This is an optimization exercise on Yosys and OpenROAD, whose aim is small area and a short achievable clock period, not a production implementation.
Function was checked by simulation only, so behaviour that the tests miss may differ from the original.

==> flow/design.v, too long to show whole: its modules and the start of the top module <==
// module c_inv: 1 lines
// module c_nand2: 1 lines
// module c_nor2: 1 lines
// module c_aoi21: 3 lines
// module c_oai21: 3 lines
// module c_xor2: 1 lines
// module c_xnor2: 1 lines
// module c_fa: 4 lines
// module c_ha: 4 lines
// module mb_div: 40 lines
// module mbox: 604 lines
module mbox(clk, rst, op1, op2, mdsel, out);
  // ...
==> flow/flow/run.sh <==
#!/bin/bash
# The standard layout with two changes:
#  - synthesis maps the logic with ABC using flow/abc.script (a yosys tcl
#    wrapper swaps the script; the rest of the standard synthesis is unchanged);
#  - plain buffers (buf_2) on the ports instead of the delay cell that
#    buffer_ports picks by default. Every port still gets a buffer.
set -euo pipefail
W=$(pwd)
cat > "$W/my_synth.tcl" <<EOT
proc abc {args} {
  set i [lsearch -exact \$args -script]
  if { \$i >= 0 } { lset args [expr {\$i+1}] $W/flow/abc.script }
  yosys abc {*}\$args
}
source $W/synth_recipe.tcl
EOT
sed "s#$W/synth_recipe.tcl#$W/my_synth.tcl#g" standard.sh > my_standard.sh
grep -q my_synth.tcl my_standard.sh
export BUFFER_PORTS_ARGS="-buffer_cell sky130_fd_sc_hd__buf_2"
bash my_standard.sh > standard.log 2>&1
==> flow/flow/abc.script <==
strash
dch
map -D 15000
topo
stime -c
upsize -c -D 15000
dnsize -c -D 15000
==> flow/standard.sh <==
#!/bin/bash
# synth_recipe.tcl (not shown) runs the flow's synth.tcl, then flattens the netlist and writes it again
# the make line also repeats each setting of config.mk as NAME=value (left out here)
make -C /OpenROAD-flow-scripts/flow DESIGN_CONFIG=/design/flow/config.mk WORK_HOME=/design/flow/orfs CLKGATE_MAP_FILE= SYNTH_SCRIPT=/design/flow/synth_recipe.tcl "${@:-finish}"
==> flow/config.mk <==
export PLATFORM = sky130hd
export DESIGN_NAME = mbox
export DESIGN_NICKNAME = mbox
export VERILOG_FILES = /design/flow/design.v
export SDC_FILE = /design/flow/constraint.sdc
export NUM_CORES = 4
export LEC_CHECK = 0
export ABC_AREA = 1
export CAP_MARGIN = 20
export CORE_MARGIN = 2
export CORE_UTILIZATION = 65
export SLEW_MARGIN = 20
export SYNTH_HIERARCHICAL = 1
export SYNTH_MINIMUM_KEEP_SIZE = 0
==> flow/constraint.sdc <==
create_clock -name core_clock -period 125.0 [get_ports {clk}]
set_input_delay 25.0000 -clock core_clock [delete_from_list [all_inputs] [get_ports {clk}]]
set_output_delay 25.0000 -clock core_clock [all_outputs]
set_load 0.01 [all_outputs]
==> out/results.ini, run 1 <==
[outcome]
status=timing/DRC/antenna clean

[global_routing]
grt-busiest-layer=met2
grt_usage_pct=33.25

[timing]
hold_viol_final=0
finalCritPeriodShare_pct=34.63
tightest_slew_ns=0.7674

[finish]
final_cell_mix=nor2_1 (379), nand2_1 (368), fa_1 (224)
largestRegisters=out x32
drive_gt1_share_pct=12.68
multi_input_area_share_pct=84.24
final_area_um2=13710
seq_share_pct=4.674
clkbuf_count=5
nonClockInverterCount=168
regMostFlops=out

[logic_synthesis]
yosysWarnings=14
yosysTopAreaCellShare_pct=34.95
syn-num-nets=2025
synth-compound-area-share_pct=8.883
syn-cell-area_um2=12830
avgSynthCellArea_um2=7.388
yosys-top-cells-area=fa_1 (35%), nor2_1 (11%), nand2_1 (11%)

[placed_design]
hpwl_um=26570

[worst_setup_path]
worst_path_max_delay_cell=xnor2_1
crit_start=op2[15]
cp.arrival_ns=43.45

[job]
drv_cap=0

[cts]
clk_pin_slew_ns=0.06
cts_tree=done

==> run 2: changes to the inputs <==
==> flow/flow/abc.script (replaced) <==
strash
dch
map -D 15000
topo
stime -c
buffer -c
upsize -c -D 15000
dnsize -c -D 15000
==> run 2 against run 1 <==
  * Final cell count about the same
  * Global-route usage down 1.5 points
  * Final area shrank 0.60%
==> out/results.ini, run 2 <==
[outcome]
status=timing/DRC/antenna clean

[logic_synthesis]
yosysTopAreaCell=fa_1
yosysWarnings=14  ; unchanged
yosysTopAreaCellShare_pct=34.49  ; -0.46 points
synth_common_cells=nor2_1 (381), nand2_1 (374), fa_1 (224)
syn-num-nets=2071  ; +2.3%
synth_adder_area_share_pct=37.28
avgSynthCellArea_um2=7.292  ; -1.3%
yosysMostFrequentCell=nor2_1
synth-compound-area-share_pct=8.584  ; -0.30 points
synth_mux_area_share_pct=0
synth-edff-count=0
ys_async_sr_fraction_pct=0
syn-cell-area_um2=13000  ; +1.3%
synthSimpleGateAreaFrac_pct=35.56
synth_cell_type_count=61
synth-xor-area-share_pct=6.996
synth_top_family_by_area=adder cells
ys_seq_elements=32
synth_cells=1783
ys.flop_type=dfxtp_1
ys_seq_area_share_pct=4.927
yosys-top-cells-area=fa_1 (34%), nor2_1 (11%), nand2_1 (11%)

[timing]
setup_violations=0
slew_headroom_pct=49.50
tightest_slew_ns=0.7546  ; -0.01278 ns
hold_viol_final=0  ; unchanged
fmax_mhz=22.90
rsz0062_at_grt=no
drv_slew=0
finalCritPeriodShare_pct=34.93  ; +0.30 points
finalSetupTns_ns=0
period_needed_ns=43.66
finalWorstSetupSlack_ns=81.34

[global_routing]
grt_pass1_wl_um=55970
grt_start_max_net_pins=35
antenna_found_initial=2
overflow=0
grt_pass1_vias=11940
grt_usage_pct=31.79  ; -1.5 points

[die]
start_util_pct=66.59
dieWidth_um=145.4
die_h_um=145.4
io_pins=67
dieArea_um2=21150
core_area_um2=19530
rows=51

[drt]
ant_nets=0
drc_errors=0
wl_um=32750
drt-pass1-iter-count=7
via_per_inst=5.693
wl_per_cell_um=15.73
drtIter0Drc=586
vias=11850

[placed_design]
dp.cells=2073
port_buffers=66
hpwl_um=26660  ; +0.32%
gp_congestion=0.9202
pre_cts_ws_ns=81.38

[finish]
largestRegisters=out x32
largest_register_ffs=32
fillers=1761
utilization_pct=69.77
drive_gt1_share_pct=12.00  ; -0.67 points
area_growth_pct=4.782
regMostFlops=out
fin_nets=2103
final_cell_mix=nor2_1 (381), nand2_1 (374), fa_1 (224)
layout_commonest_cell=nor2_1
final_cells=2082

[hold_path]
hold_path_class=input port to flip-flop

[worst_setup_path]
cp_top_family=simple AND/OR/NAND/NOR gates
cp.arrival_ns=43.83  ; +0.38 ns
crit_end=out[0]$_SDFF_PP0_
crit_cells=148
crit_buf_inv=4
crit_fanout=13
crit_required_ns=125.17
crit_path_start_kind=input port
cp-end-kind=flip-flop
crit_start=op2[15]
max_stage_delay_ns=0.58
cp_common_cell=nand3_2
worstSetupPathType=input port to flip-flop
worst_path_max_delay_cell=nor2_1

[cts]
clockRootBuffer=clkbuf_16
ctsHoldBuffers=0
cts_tree=done
cts_resized=0
post_cts_buffers=0
clk_pin_slew_ns=0.07  ; about the same
cts_buffers=5
cts.sinks=32
htreeDepth=2
cts.path.max_buffers=2

[job]
drv_cap=0  ; unchanged

## run 2: cell count changes after synthesis, sizes merged
cell / before / now
clkinv: 110 / 6
inv: 58 / 162
buf: 0 / 25
clkbuf: 0 / 21
## run 2: routing by layer
| layer | vias to the layer above | wire, um | global-route usage [%] |
|---|---|---|---|
| li1 | 5713 | - | - |
| met1 | 5756 | 13580 | 39.28 |
| met2 | 302 | 16900 | 58.48 |
| met3 | 80 | 1258 | 2.100 |
| met4 | 2 | 995 | 12.06 |
| met5 | - | 13 | 0 |
## run 2: layout make-up
cell class	instances	area (um^2)	share of cell area, %
Timing Repair Buffer	71	367.9	2.700
Clock inverter	3	23.77	0.1745
Multi-Input combinational cell	1537	11500	84.41
Antenna cell	1	2.502	0.01837
Tap cell	265	331.6	2.434
Sequential cell	32	640.6	4.702
Clock buffer	5	125.1	0.9184
Inverter	168	633.1	4.647
## run 2: modules after synthesis, one instance, submodules excluded
module | times used | cells | cell area, um^2
c_nor2 | 256 | 1 | 3.754
c_fa | 224 | 1 | 20.02
mbox | 1 | 124 | 1026
mb_div | 1 | 1117 | 6040
c_inv | 32 | 1 | 3.754
c_xor2 | 1 | 1 | 8.758
c_ha | 29 | 1 | 12.51
## run 2: how the worst min path moves through the flow
stage / to / depth (start not counted) / startpoint
final: out[16]$_SDFF_PP0_ / 2 / rst
after global routing: out[28]$_SDFF_PP0_ / 2 / rst
after CTS: out[16]$_SDFF_PP0_ / 2 / rst
after detailed placement: out[28]$_SDFF_PP0_ / 2 / rst
after global placement: out[16]$_SDFF_PP0_ / 2 / rst
after floorplan: out[1]$_SDFF_PP0_ / 2 / mdsel
## run 2: logic make-up (layout without fill, tap and decap cells)
family | count (synthesis) | in the layout
AO/OA/AOI/OAI | 167 | 167
other | 1 | 2
flip-flops | 32 | 32
adder cells (fa/ha/maj) | 253 | 253
XOR/XNOR | 103 | 103
AND/OR/NAND/NOR | 1013 | 1013
buffers and inverters | 214 | 247
## run 2: through the flow
| step | area [um^2] | hold WS [ns] |
|---|---|---|
| 6_report | 13620 | 25.07 |
| 2_1_floorplan | 13000 | 25.18 |
| 4_1_cts | 13620 | 25.07 |
| 3_5_place_dp | 13470 | 25.37 |
| 5_1_grt | 13620 | 25.11 |
| 3_3_place_gp | 13470 | 25.37 |
==> run 3: changes to the inputs <==
--- a/flow/flow/run.sh
+++ b/flow/flow/run.sh
@@ -18,3 +18,3 @@
 grep -q my_synth.tcl my_standard.sh
-export BUFFER_PORTS_ARGS="-buffer_cell sky130_fd_sc_hd__buf_2"
+export BUFFER_PORTS_ARGS="-buffer_cell sky130_fd_sc_hd__buf_4"
 bash my_standard.sh > standard.log 2>&1
==> flow/flow/abc.script (replaced) <==
strash
dch
map
topo
stime -c
buffer -c
upsize -c
dnsize -c
==> run 3 against run 2 <==
  * Fmax rose by 2.8%
  * First-iteration DRC count fell by 8.9%
  * Via count rose by 2.2%
==> out/results.ini, run 3 <==
[timing]
drv_slew=0  ; unchanged
finalSetupTns_ns=0  ; unchanged
slew_headroom_pct=33.92  ; -16 points
setup_violations=0  ; unchanged
tightest_slew_ns=0.9902  ; +0.2355 ns
fmax_mhz=23.54  ; +2.8%
finalCritPeriodShare_pct=33.99  ; -0.94 points
period_needed_ns=42.48  ; -1.181 ns
hold_viol_final=0  ; unchanged
rsz0062_at_grt=no

[finish]
regMostFlops=out
largestRegisters=out x32
utilization_pct=69.53  ; -0.25 points
diodes=0  ; -1
drive_gt1_share_pct=12.32  ; +0.32 points
final_cell_mix=nand2_1 (373), nor2_1 (352), fa_1 (224)
largest_register_ffs=32  ; unchanged
fillers=1794  ; +1.9%
fin_nets=2129  ; +1.2%
area_growth_pct=4.512
layout_commonest_cell=nand2_1

[logic_synthesis]
syn-num-nets=2103  ; +1.5%
yosysWarnings=14  ; unchanged
yosysTopAreaCellShare_pct=33.21  ; -1.3 points
yosys-top-cells-area=fa_1 (33%), nand2_1 (10%), nor2_1 (9.8%)
ys_seq_area_share_pct=4.744  ; -0.18 points
yosysTopAreaCell=fa_1
synth_cells=1815  ; +1.8%
synth_common_cells=nand2_1 (373), nor2_1 (352), fa_1 (224)
ys.flop_type=dfxtp_1
ys_async_sr_fraction_pct=0  ; unchanged
ys_seq_elements=32  ; unchanged
avgSynthCellArea_um2=7.440  ; +2.0%
synth_cell_type_count=71  ; +16%
yosysMostFrequentCell=nand2_1
syn-cell-area_um2=13500  ; +3.9%
synth-edff-count=0  ; unchanged

[die]
rows=52  ; +2.0%
io_pins=67  ; unchanged
core_area_um2=20300  ; +4.0%
start_util_pct=66.52  ; about the same
die_h_um=148.1  ; +1.9%
dieWidth_um=148.1  ; +1.9%
dieArea_um2=21940  ; +3.7%

[worst_setup_path]
crit_end=out[0]$_SDFF_PP0_
worstSetupPathType=input port to flip-flop
cp_common_cell=nand3_2
crit_path_start_kind=input port
crit_start=op2[12]
worst_path_max_delay_cell=o21a_1
cp.arrival_ns=42.66  ; -1.17 ns
max_stage_delay_ns=0.51  ; -0.07 ns
crit_required_ns=125.18  ; about the same
crit_fanout=17  ; +4
cp-end-kind=flip-flop

[cts]
htreeDepth=2  ; unchanged
cts.path.max_buffers=2  ; unchanged
cts_buffers=5  ; unchanged
ctsHoldBuffers=0  ; unchanged
cts_resized=0  ; unchanged
cts_tree=done
post_cts_buffers=0  ; unchanged
clk_pin_slew_ns=0.07  ; about the same
cts.sinks=32  ; unchanged
clockRootBuffer=clkbuf_16

[placed_design]
gp_congestion=0.8860  ; -3.7%
hpwl_um=27440  ; +2.9%
port_buffers=66  ; unchanged

[drt]
wl_um=34020  ; +3.9%
drt-pass1-iter-count=5  ; -2
drc_errors=0  ; unchanged
via_per_inst=5.736  ; +0.76%
ant_nets=0  ; unchanged
vias=12120  ; +2.2%
wl_per_cell_um=16.11  ; +2.4%
drtIter0Drc=534  ; -8.9%

[global_routing]
overflow=0  ; unchanged
grt_start_max_net_pins=50  ; +43%
antenna_found_initial=0  ; -2
grt_pass1_vias=12640  ; +5.9%
grt_pass1_wl_um=59090  ; +5.6%
grt_usage_pct=32.90  ; +1.1 points

[job]
drv_cap=0  ; unchanged

[hold_path]
hold_path_class=input port to flip-flop

[outcome]
status=timing/DRC/antenna clean

## run 3: routing by layer
metal	vias to the layer above	GRT usage [%]	share of wire (%)
met5	-	0	0
met1	5892	40.97	41
met3	95	2.270	3.7
met4	0	12.14	3.4
met2	327	60.25	52
li1	5801	-	-
## run 3: worst min path at each step
stage | depth (start not counted) | to | slack [ns] | start
floorplan | 2 | out[16]$_SDFF_PP0_ | 25.21 | mdsel
global placement | 2 | out[24]$_SDFF_PP0_ | 25.30 | rst
detailed placement | 2 | out[29]$_SDFF_PP0_ | 25.30 | rst
CTS | 2 | out[24]$_SDFF_PP0_ | 24.99 | rst
global route | 2 | out[24]$_SDFF_PP0_ | 25.02 | rst
finish | 2 | out[18]$_SDFF_PP0_ | 25.01 | rst
## run 3: logic make-up (layout without fill, tap and decap cells)
kind of cell / count (synthesis) / count (layout) / share of synthesized area, %
AO/OA/AOI/OAI: 178 / 178 / 9.126
adder cells (fa/ha/maj): 254 / 254 / 35.97
buffers and inverters: 241 / 268 / 8.228
XOR/XNOR: 110 / 110 / 7.134
other: 1 / 1 / 0.02777
AND/OR/NAND/NOR: 999 / 999 / 34.77
flip-flops: 32 / 32 / 4.744
## run 3: through the flow
step | hold slack (ns) | cell area [um^2] | cells | setup WS [ns]
2_1_floorplan | 25.21 | 13500 | 1815 | 85.63
3_3_place_gp | 25.30 | 13970 | 2104 | 83.00
3_5_place_dp | 25.30 | 13970 | 2104 | 82.35
4_1_cts | 24.99 | 14110 | 2112 | 82.64
5_1_grt | 25.02 | 14110 | 2112 | 80.52
6_report | 25.01 | 14110 | 2112 | 82.52
## run 3: layout make-up
type	count	area, um^2	area share, %
tap	270	337.8	2.394
clock buffer	5	125.1	0.8865
timing repair buffer	67	503.0	3.564
clock inverter	3	18.77	0.1330
inverter	193	735.7	5.213
multi-input combinational	1542	11750	83.27
sequential	32	640.6	4.539
## run 3: per-module statistics from Yosys (local to each module, per instance)
module / copies in the design / flops+latches / area [um^2] / cells inside
c_inv: 32 / 0 / 3.754 / 1
c_xor2: 1 / 0 / 16.27 / 3
mb_div: 1 / 0 / 6445 / 1147
c_nor2: 256 / 0 / 3.754 / 1
c_ha: 29 / 0 / 12.51 / 1
mbox: 1 / 32 / 1115 / 124
c_fa: 224 / 0 / 20.02 / 1
## run 3: worst max-delay path, delay by kind of cell
| kind | cells | cell delay, ns |
|---|---|---|
| and+or+nand+nor | 102 | 10.98 |
| buffers and inverters | 5 | 0.59 |
| AOI/OAI and AO/OA | 34 | 5.72 |
| xor gates and xnor gates | 2 | 0.35 |
==> run 4: changes to the inputs <==
--- a/flow/flow/run.sh
+++ b/flow/flow/run.sh
@@ -4,3 +4,3 @@
 #    wrapper swaps the script; the rest of the standard synthesis is unchanged);
-#  - plain buffers (buf_2) on the ports instead of the delay cell that
+#  - plain buffers (buf_4) on the ports instead of the delay cell that
 #    buffer_ports picks by default. Every port still gets a buffer.
==> flow/flow/abc.script (replaced) <==
strash
dch
map -D 14000
topo
stime -c
buffer -c
upsize -c -D 14000
dnsize -c -D 14000
==> run 4 against run 3 <==
  * Core utilization increased by 0.31 points
  * Die area fell by 1.4%
  * Critical path depth fell by 2
  * Highest routed layer unchanged
  * Flip-flop and latch count unchanged
  * Fmax rose by 0.88%
==> out/results.ini, run 4 <==
[outcome]
status=timing/DRC/antenna clean

[cts]
ctsHoldBuffers=0  ; unchanged
cts.sinks=32  ; unchanged
cts_resized=0  ; unchanged
clockRootBuffer=clkbuf_16
cts_buffers=5  ; unchanged
htreeDepth=2  ; unchanged
cts.path.max_buffers=2  ; unchanged
cts_tree=done
clk_pin_slew_ns=0.07  ; about the same
post_cts_buffers=0  ; unchanged

[hold_path]
min_path_cells=2  ; unchanged
whs_endpoint=out[17]$_SDFF_PP0_
hold_path_class=input port to flip-flop
worstHoldStart=rst

[global_routing]
overflow=0  ; unchanged
grt_pass1_wl_um=58380  ; -1.2%
grt_start_max_net_pins=34  ; -32%
antenna_found_initial=0  ; unchanged
grt_usage_pct=33.02  ; +0.12 points
grt_pass1_vias=12370  ; -2.1%

[worst_setup_path]
crit_fanout=17  ; unchanged
cp.arrival_ns=42.30  ; -0.36 ns
worstSetupPathType=input port to flip-flop
worst_path_max_delay_cell=nor2_1
cp_common_cell=nand3_2
cp-end-kind=flip-flop
max_stage_delay_ns=0.48  ; -0.03 ns
crit_required_ns=125.19  ; about the same
crit_path_start_kind=input port

[logic_synthesis]
synth-edff-count=0  ; unchanged
avgSynthCellArea_um2=7.372  ; -0.92%
yosysMostFrequentCell=nand2_1
synth_cells=1805  ; -0.55%
synth_adder_area_share_pct=36.43  ; +0.46 points
ys_seq_area_share_pct=4.814  ; +0.070 points
syn-cell-area_um2=13310  ; -1.5%
synth-xor-area-share_pct=7.560  ; +0.43 points
ys_seq_elements=32  ; unchanged
synthSimpleGateAreaFrac_pct=35.33  ; +0.55 points
synth_common_cells=nand2_1 (397), nor2_1 (380), fa_1 (224)
yosysTopAreaCell=fa_1
ys_async_sr_fraction_pct=0  ; unchanged
yosys-top-cells-area=fa_1 (34%), nand2_1 (11%), nor2_1 (11%)
yosysTopAreaCellShare_pct=33.70  ; +0.49 points
synth_mux_area_share_pct=0  ; unchanged
synth_cell_type_count=71  ; unchanged
synth_top_family_by_area=adder cells
synth-compound-area-share_pct=8.811  ; -0.32 points
ys.flop_type=dfxtp_1
yosysWarnings=14  ; unchanged
syn-num-nets=2093  ; -0.48%

[finish]
area_growth_pct=5.849
largestRegisters=out x32
largest_register_ffs=32  ; unchanged
regMostFlops=out
final_cell_mix=nand2_1 (397), nor2_1 (380), fa_1 (224)
seq_area_um2=640.6  ; unchanged
diodes=0  ; unchanged
drive_gt1_share_pct=12.09  ; -0.23 points
final_area_um2=14080  ; -0.20%
fillers=1788  ; -0.33%
utilization_pct=69.83  ; +0.31 points
layout_commonest_cell=nand2_1
multiInputGateArea_um2=11730  ; -0.19%
fin_nets=2123  ; -0.28%

[placed_design]
port_buffers=66  ; unchanged
gp_congestion=0.9088  ; +2.6%
place_area_um2=13920  ; -0.38%
pre_cts_ws_ns=82.81  ; +0.4578 ns
hpwl_um=27610  ; +0.61%

[timing]
finalCritPeriodShare_pct=33.69  ; -0.30 points
finalWorstSetupSlack_ns=82.89  ; +0.3703 ns
drv_slew=0  ; unchanged
period_needed_ns=42.11  ; -0.3703 ns
tightest_slew_ns=0.6791  ; -0.3110 ns
rsz0062_at_grt=no
finalSetupTns_ns=0  ; unchanged
setup_violations=0  ; unchanged
hold_viol_final=0  ; unchanged
fmax_mhz=23.75  ; +0.88%
slew_headroom_pct=54.67  ; +21 points

[die]
io_pins=67  ; unchanged
dieArea_um2=21630  ; -1.4%
dieWidth_um=147.1  ; -0.71%
rows=52  ; unchanged
start_util_pct=65.97  ; -0.55 points
die_h_um=147.1  ; -0.71%
core_area_um2=20170  ; -0.64%

[drt]
drt-pass1-iter-count=6  ; +1
drc_errors=0  ; unchanged
ant_nets=0  ; unchanged
wl_um=34440  ; +1.2%
drtIter0Drc=686  ; +28%
vias=12140  ; +0.18%
via_per_inst=5.763  ; +0.47%
wl_per_cell_um=16.36  ; +1.5%

[job]
drv_cap=0  ; unchanged

[run 4: cell types whose count changed in the layout (fill, tap and decap cells not counted), moves of 6 or more]
cell / delta
nor2_1: +28
a21oi_1: -27
nand2_1: +24
nand2b_1: -18
nand3_1: -11
o21ai_0: +11
inv_1: -7
nand2_2: -7
o21ai_1: -7
nand3_2: -6
nand4_1: +6
[run 4: kinds of logic after synthesis]
group / count (synthesis)
simple gates: 1017
fa+ha+maj: 253
buf+inv: 228
compound gates: 160
xor+xnor: 114
flops: 32
other cells: 1
[run 4: layer usage]
layer  up-vias  GRT usage (%)  wire length (um)
met4         0          10.43               886
met2       313          61.43             18220
met1      5990          41.49             13840
li1       5767              -                 -
met5         -              0                 0
met3        67          1.553              1500
[run 4: Yosys stat by module, one instance, submodules excluded]
module	copies in the design	cell area (um^2)
c_xor2	1	8.758
mb_div	1	6344
c_fa	224	20.02
c_nor2	256	3.754
c_inv	32	3.754
mbox	1	1026
c_ha	29	12.51
[run 4: worst max-delay path: cells and delay by family]
kind	cells	cell delay, ns
AND/OR/NAND/NOR	103	10.95
AO/OA/AOI/OAI	27	4.24
XOR/XNOR	4	1.26
buffers and inverters	7	0.83
[run 4: stage by stage]
stage	hold WS, ns	cells
finish	25.01	2106
global placement	25.30	2098
floorplan	25.18	1805
CTS	25.00	2106
detailed placement	25.30	2098
global route	25.03	2106
[run 4: area by class of cell]
cell class,count,share of cell area [%]
clock inverters,3,0.3020
flip-flops and latches,32,4.548
inverters,182,4.904
repair buffers,69,3.678
clock buffers,5,0.8883
multi-input cells,1545,83.28
well taps,270,2.399
[run 4: how the worst max path moves through the flow]
stage	start	cells after the start	slack, ns	end
final	op2[15]	141	82.89	out[0]$_SDFF_PP0_
after global routing	op2[15]	138	80.83	out[0]$_SDFF_PP0_
after CTS	op2[15]	142	83.09	out[0]$_SDFF_PP0_
after detailed placement	op2[15]	137	82.81	out[0]$_SDFF_PP0_
after global placement	op2[15]	141	83.58	out[0]$_SDFF_PP0_
after floorplan	op2[15]	140	85.62	out[0]$_SDFF_PP0_
==> run 5: changes to the inputs <==
--- a/flow/flow/run.sh
+++ b/flow/flow/run.sh
@@ -4,3 +4,3 @@
 #    wrapper swaps the script; the rest of the standard synthesis is unchanged);
-#  - plain buffers (buf_4) on the ports instead of the delay cell that
+#  - plain buffers (buf_2) on the ports instead of the delay cell that
 #    buffer_ports picks by default. Every port still gets a buffer.
@@ -18,3 +18,3 @@
 grep -q my_synth.tcl my_standard.sh
-export BUFFER_PORTS_ARGS="-buffer_cell sky130_fd_sc_hd__buf_4"
+export BUFFER_PORTS_ARGS="-buffer_cell sky130_fd_sc_hd__buf_2"
 bash my_standard.sh > standard.log 2>&1
==> run 5 against run 4 <==
  * Final cell count did not move
  * Setup slack got worse by 0.12 ns
  * Flip-flop and latch count is the same
  * First-iteration DRC count is 8.6% higher
  * Critical endpoint unchanged
  * Highest routed layer unchanged
==> out/results.ini, run 5 <==
[die]
io_pins=67  ; unchanged
core_area_um2=20170  ; unchanged
start_util_pct=65.97  ; unchanged
dieArea_um2=21630  ; unchanged
die_h_um=147.1  ; unchanged
rows=52  ; unchanged
dieWidth_um=147.1  ; unchanged

[hold_path]
hold_path_class=input port to flip-flop
worstHoldStart=rst

[cts]
cts_buffers=5  ; unchanged
cts.path.max_buffers=2  ; unchanged
post_cts_buffers=0  ; unchanged
htreeDepth=2  ; unchanged
clk_pin_slew_ns=0.08  ; about the same
cts.sinks=32  ; unchanged
ctsHoldBuffers=0  ; unchanged
clockRootBuffer=clkbuf_16
cts_resized=0  ; unchanged
cts_tree=done

[drt]
ant_nets=0  ; unchanged
drt-pass1-iter-count=6  ; unchanged
vias=12160  ; +0.21%
drc_errors=0  ; unchanged
wl_per_cell_um=16.41  ; +0.31%
drtIter0Drc=745  ; +8.6%
wl_um=34550  ; +0.31%
via_per_inst=5.775  ; +0.21%

[logic_synthesis]
ys_async_sr_fraction_pct=0  ; unchanged
syn-num-nets=2093  ; unchanged
yosys-top-cells-area=fa_1 (34%), nand2_1 (11%), nor2_1 (11%)
syn-cell-area_um2=13310  ; unchanged
ys.flop_type=dfxtp_1
ys_seq_area_share_pct=4.814  ; unchanged
synth_cell_type_count=71  ; unchanged
synth_cells=1805  ; unchanged
synth_common_cells=nand2_1 (397), nor2_1 (380), fa_1 (224)
yosysTopAreaCellShare_pct=33.70  ; unchanged
yosysWarnings=14  ; unchanged
yosysTopAreaCell=fa_1
avgSynthCellArea_um2=7.372  ; unchanged
synth-edff-count=0  ; unchanged
ys_seq_elements=32  ; unchanged
yosysMostFrequentCell=nand2_1

[finish]
drive_gt1_share_pct=12.09  ; unchanged
final_cell_mix=nand2_1 (397), nor2_1 (380), fa_1 (224)
area_growth_pct=4.607
layout_commonest_cell=nand2_1
fin_nets=2123  ; unchanged
diodes=0  ; unchanged
largest_register_ffs=32  ; unchanged
final_area_um2=13920  ; -1.2%
regMostFlops=out
largestRegisters=out x32
fillers=1760  ; -1.6%

[timing]
tightest_slew_ns=0.6909  ; +0.01179 ns
finalSetupTns_ns=0  ; unchanged
slew_headroom_pct=53.94  ; -0.74 points
finalCritPeriodShare_pct=33.79  ; +0.097 points
fmax_mhz=23.68  ; -0.29%
drv_slew=0  ; unchanged
whs_ns=25.07  ; +0.06600 ns
hold_viol_final=0  ; unchanged
period_needed_ns=42.23  ; +0.1214 ns
setup_violations=0  ; unchanged
rsz0062_at_grt=no

[job]
drv_cap=0  ; unchanged

[worst_setup_path]
max_stage_delay_ns=0.54  ; +0.06 ns
worstSetupPathType=input port to flip-flop
crit_path_start_kind=input port
cp_common_cell=nand3_2
worst_path_max_delay_cell=inv_1
crit_start=op2[7]
cp-end-kind=flip-flop
crit_fanout=18  ; +1
crit_required_ns=125.20  ; about the same
cp.arrival_ns=42.43  ; +0.13 ns

[global_routing]
grt_pass1_wl_um=59340  ; +1.6%
grt_usage_pct=33.57  ; +0.54 points
overflow=0  ; unchanged
grt_pass1_vias=12500  ; +0.98%
antenna_found_initial=0  ; unchanged
grt_start_max_net_pins=34  ; unchanged

[placed_design]
gp_congestion=0.9125  ; +0.41%
hpwl_um=27910  ; +1.1%
place_area_um2=13750  ; -1.2%
port_buffers=66  ; unchanged

[outcome]
status=timing/DRC/antenna clean

## run 5: cell counts after synthesis
Identical to the previous run, type by type.
## run 5: cell type report
type / count / area (um^2) / share of cell area (%)
Sequential cell: 32 / 640.6 / 4.602
Tap cell: 270 / 337.8 / 2.427
Timing Repair Buffer: 69 / 352.8 / 2.535
Multi-Input combinational cell: 1545 / 11730 / 84.27
Clock inverter: 3 / 42.54 / 0.3056
Inverter: 182 / 690.7 / 4.962
Clock buffer: 5 / 125.1 / 0.8989
## run 5: critical path: cells and delay by family
kind | cells | cell delay, ns
buffers and inverters | 8 | 1.38
xor gates and xnor gates | 5 | 1.37
and+or+nand+nor | 89 | 9.52
AOI/OAI and AO/OA | 30 | 5.09
## run 5: layer usage
| layer | routed length (um) | track usage (%) | part of all wire [%] |
|---|---|---|---|
| met5 | 0 | 0 | 0 |
| met4 | 1185 | 12.84 | 3.4 |
| met3 | 1598 | 1.118 | 4.6 |
| met2 | 18090 | 62.20 | 52 |
| met1 | 13680 | 41.75 | 40 |
## run 5: through the flow
step                worst slack (ns)  utilization (%)  cells
floorplan                      85.62                -   1805
global placement               83.40            68.18   2098
detailed placement             82.76            68.18   2098
CTS                            83.04            69.01   2106
global route                   80.80            69.01   2106
finish                         82.77            69.01   2106
## run 5: per-module statistics from Yosys (local to each module, per instance)
module | flops+latches | area [um^2] | cells inside
c_fa | 0 | 20.02 | 1
c_ha | 0 | 12.51 | 1
c_inv | 0 | 3.754 | 1
c_nor2 | 0 | 3.754 | 1
c_xor2 | 0 | 8.758 | 1
mb_div | 0 | 6344 | 1139
mbox | 32 | 1026 | 124
## run 5: path summary, 6_finish.rpt
| path | end | slack (ns) | cells past startpoint |
|---|---|---|---|
| max | out[0]$_SDFF_PP0_ | 82.77 | 132 |
| min | out[30]$_SDFF_PP0_ | 25.07 | 2 |
## run 5: logic make-up (layout without fill, tap and decap cells)
logic type	count (synthesis)	in the layout	share of synthesized area (%)
other cells	1	1	0.02818
simple gates	1017	1017	35.33
fa+ha+maj	253	253	36.43
xor+xnor	114	114	7.560
buf+inv	228	259	7.033
flops	32	32	4.814
compound gates	160	160	8.810
==> run 6: changes to the inputs <==
==> flow/flow/abc.script (replaced) <==
strash
dch
map -D 14000
topo
stime -c
upsize -c -D 14000
dnsize -c -D 14000
==> run 6 against run 5 <==
  * First-iteration DRC count fell by 27%
  * Critical path depth up 10
  * Count of clock-buffer cells in the layout is the same
  * Final cell count fell by 0.19%
  * Non-clock buffer count grew 1
  * Critical endpoint unchanged
  * Largest cell class unchanged
==> out/results.ini, run 6 <==
[outcome]
status=timing/DRC/antenna clean

[timing]
slew_headroom_pct=43.12  ; -11 points
drv_slew=0  ; unchanged
tightest_slew_ns=0.8480  ; +0.1571 ns
finalSetupTns_ns=0  ; unchanged
hold_viol_final=0  ; unchanged
fmax_mhz=23.66  ; about the same
rsz0062_at_grt=no
finalCritPeriodShare_pct=33.82  ; about the same
setup_violations=0  ; unchanged
period_needed_ns=42.27  ; +0.04100 ns

[logic_synthesis]
syn-cell-area_um2=12920  ; -2.9%
avgSynthCellArea_um2=7.346  ; -0.35%
syn-num-nets=2047  ; -2.2%
yosys-top-cells-area=fa_1 (35%), nand2_1 (12%), nor2_1 (11%)
synth-xor-area-share_pct=7.785  ; +0.22 points
synth-compound-area-share_pct=8.656  ; -0.15 points
yosysTopAreaCell=fa_1
synth_top_family_by_area=adder cells
synth_cells=1759  ; -2.5%
synth_mux_area_share_pct=0  ; unchanged
synthSimpleGateAreaFrac_pct=35.57  ; +0.25 points
ys_seq_area_share_pct=4.957  ; +0.14 points
ys_seq_elements=32  ; unchanged
synth_common_cells=nand2_1 (400), nor2_1 (379), fa_1 (224)
yosysMostFrequentCell=nand2_1
synth-edff-count=0  ; unchanged
ys_async_sr_fraction_pct=0  ; unchanged
synth_cell_type_count=67  ; -5.6%
synth_adder_area_share_pct=37.51  ; +1.1 points
yosysTopAreaCellShare_pct=34.70  ; +1.0 points
yosysWarnings=14  ; unchanged
ys.flop_type=dfxtp_1

[global_routing]
grt_pass1_wl_um=56760  ; -4.3%
grt_pass1_vias=11930  ; -4.5%
antenna_found_initial=0  ; unchanged
grt_usage_pct=33.09  ; -0.48 points
grt_start_max_net_pins=34  ; unchanged
overflow=0  ; unchanged

[finish]
seq_area_um2=640.6  ; unchanged
largest_register_ffs=32  ; unchanged
fin_nets=2124  ; +0.047%
layout_commonest_cell=nand2_1
diodes=0  ; unchanged
final_cell_mix=nand2_1 (400), nor2_1 (379), fa_1 (224)
multiInputGateArea_um2=11570  ; -1.3%
final_area_um2=13760  ; -1.1%
regMostFlops=out
largestRegisters=out x32
area_growth_pct=6.507
drive_gt1_share_pct=11.16  ; -0.93 points
fillers=1664  ; -5.5%

[cts]
cts_resized=0  ; unchanged
cts.sinks=32  ; unchanged
clk_pin_slew_ns=0.07  ; about the same
ctsHoldBuffers=0  ; unchanged
htreeDepth=2  ; unchanged
cts.path.max_buffers=2  ; unchanged
clockRootBuffer=clkbuf_16
post_cts_buffers=0  ; unchanged
cts_tree=done
cts_buffers=5  ; unchanged

[die]
io_pins=67  ; unchanged
core_area_um2=19460  ; -3.5%
die_h_um=145  ; -1.4%
rows=51  ; -1.9%
start_util_pct=66.40  ; +0.42 points
dieWidth_um=145  ; -1.4%
dieArea_um2=21030  ; -2.8%

[placed_design]
gp_congestion=0.8963  ; -1.8%
place_area_um2=13610  ; -1.0%
port_buffers=66  ; unchanged
hpwl_um=26770  ; -4.1%

[drt]
ant_nets=0  ; unchanged
drc_errors=0  ; unchanged
drt-pass1-iter-count=7  ; +1
drtIter0Drc=546  ; -27%
wl_um=33080  ; -4.3%
via_per_inst=5.691  ; -1.4%
wl_per_cell_um=15.74  ; -4.1%
vias=11960  ; -1.6%

[worst_setup_path]
cp-end-kind=flip-flop
worst_path_max_delay_cell=xor2_1
crit_fanout=16  ; -2
cp.arrival_ns=42.45  ; +0.02 ns
crit_path_start_kind=input port
cp_common_cell=nand3_2
max_stage_delay_ns=0.34  ; -0.20 ns
worstSetupPathType=input port to flip-flop
crit_required_ns=125.18  ; -0.02 ns

[hold_path]
hold_path_class=input port to flip-flop
worstHoldStart=rst
min_path_cells=2  ; unchanged
whs_endpoint=out[19]$_SDFF_PP0_

[job]
drv_cap=0  ; unchanged

==> run 6: worst max-delay path by stage <==
| stage | startpoint | end | slack [ns] | cells past startpoint |
|---|---|---|---|---|
| global route | op2[15] | out[0]$_SDFF_PP0_ | 80.48 | 145 |
| floorplan | op2[15] | out[0]$_SDFF_PP0_ | 85.24 | 136 |
| detailed placement | op2[15] | out[0]$_SDFF_PP0_ | 82.59 | 141 |
| finish | op2[15] | out[0]$_SDFF_PP0_ | 82.73 | 142 |
| CTS | op2[15] | out[0]$_SDFF_PP0_ | 82.91 | 142 |
| global placement | op2[15] | out[0]$_SDFF_PP0_ | 83.22 | 140 |
==> run 6: metal layers <==
metal	vias to the layer above	part of all wire (%)	GRT usage, %
met3	68	4.7	3.365
met5	-	0	0
met2	288	51	59.83
met4	0	3.2	13.12
li1	5792	-	-
met1	5815	41	40.67
==> run 6: cell type report <==
class | count | share of cell area, %
clock inverters | 3 | 0.1727
inverters | 182 | 5.155
repair buffers | 70 | 2.618
flip-flops and latches | 32 | 4.655
well taps | 265 | 2.409
clock buffers | 5 | 0.9091
multi-input cells | 1545 | 84.08
==> run 6: cells by family after synthesis <==
kind of cell,Yosys count
AND/OR/NAND/NOR,1017
flip-flops,32
other,1
AO/OA/AOI/OAI,160
adder cells (fa/ha/maj),253
buffers and inverters,182
XOR/XNOR,114
==> run 6: through the flow <==
stage          utilization (%)  instances  hold slack, ns  setup slack (ns)
2_1_floorplan                -       1759           25.07             85.24
3_5_place_dp             69.95       2094           25.37             82.59
4_1_cts                  70.72       2102           25.05             82.91
6_report                 70.72       2102           25.06             82.73
5_1_grt                  70.72       2102           25.08             80.48
3_3_place_gp             69.95       2094           25.37             83.22
==> run 6: Yosys stat by module (local to each module, per instance) <==
module / flops+latches / cells
c_fa: 0 / 1
c_ha: 0 / 1
c_inv: 0 / 1
c_nor2: 0 / 1
c_xor2: 0 / 1
mb_div: 0 / 1101
mbox: 32 / 116
==> run 6: worst max-delay path, delay by kind of cell <==
| kind | cells | cell delay [ns] |
|---|---|---|
| buffers and inverters | 7 | 0.71 |
| AO/OA/AOI/OAI | 33 | 5.28 |
| AND/OR/NAND/NOR | 99 | 10.48 |
| XOR/XNOR | 3 | 0.92 |

## static timing again, ports no longer ideal
No port has a modelled driver above. Below, the same layouts with a new extraction and two added sets of constraints.
Step 1: set_driving_cell puts a clkbuf_16 on clk and a buf_2 on each other input, an assumption about the parent block.
Step 2, shift: input delay + t, output delay - t, t = (earliest + latest rising clock arrival at the registers) / 2. This alone moves slack from input paths to output paths.
a / b / c = ideal / step 1 / step 2; a / b = the first two.
| run | shift t [ns] | setup slack, ns | latest minus earliest clock arrival (ns) | worst slew at a driven data input, ns |
|---|---|---|---|---|
| run 1 | 0.332 | 81.714 / 81.735 / 81.403 | 0.009 / 0.009 | 0.06 |
| run 2 | 0.335 | 81.338 / 81.357 / 81.022 | 0.017 / 0.016 | 0.07 |
| run 3 | 0.329 | 82.519 / 82.530 / 82.202 | 0.016 / 0.015 | 0.03 |
| run 4 | 0.330 | 82.889 / 82.897 / 82.568 | 0.017 / 0.017 | 0.04 |
| run 5 | 0.336 | 82.767 / 82.784 / 82.448 | 0.021 / 0.021 | 0.03 |
| run 6 | 0.349 | 82.726 / 82.750 / 82.401 | 0.008 / 0.008 | 0.07 |
After both steps every run listed still meets setup and hold. The setup slack of run 6, which loses most, moves by +0.024 ns with the drivers and by -0.325 ns with both steps.
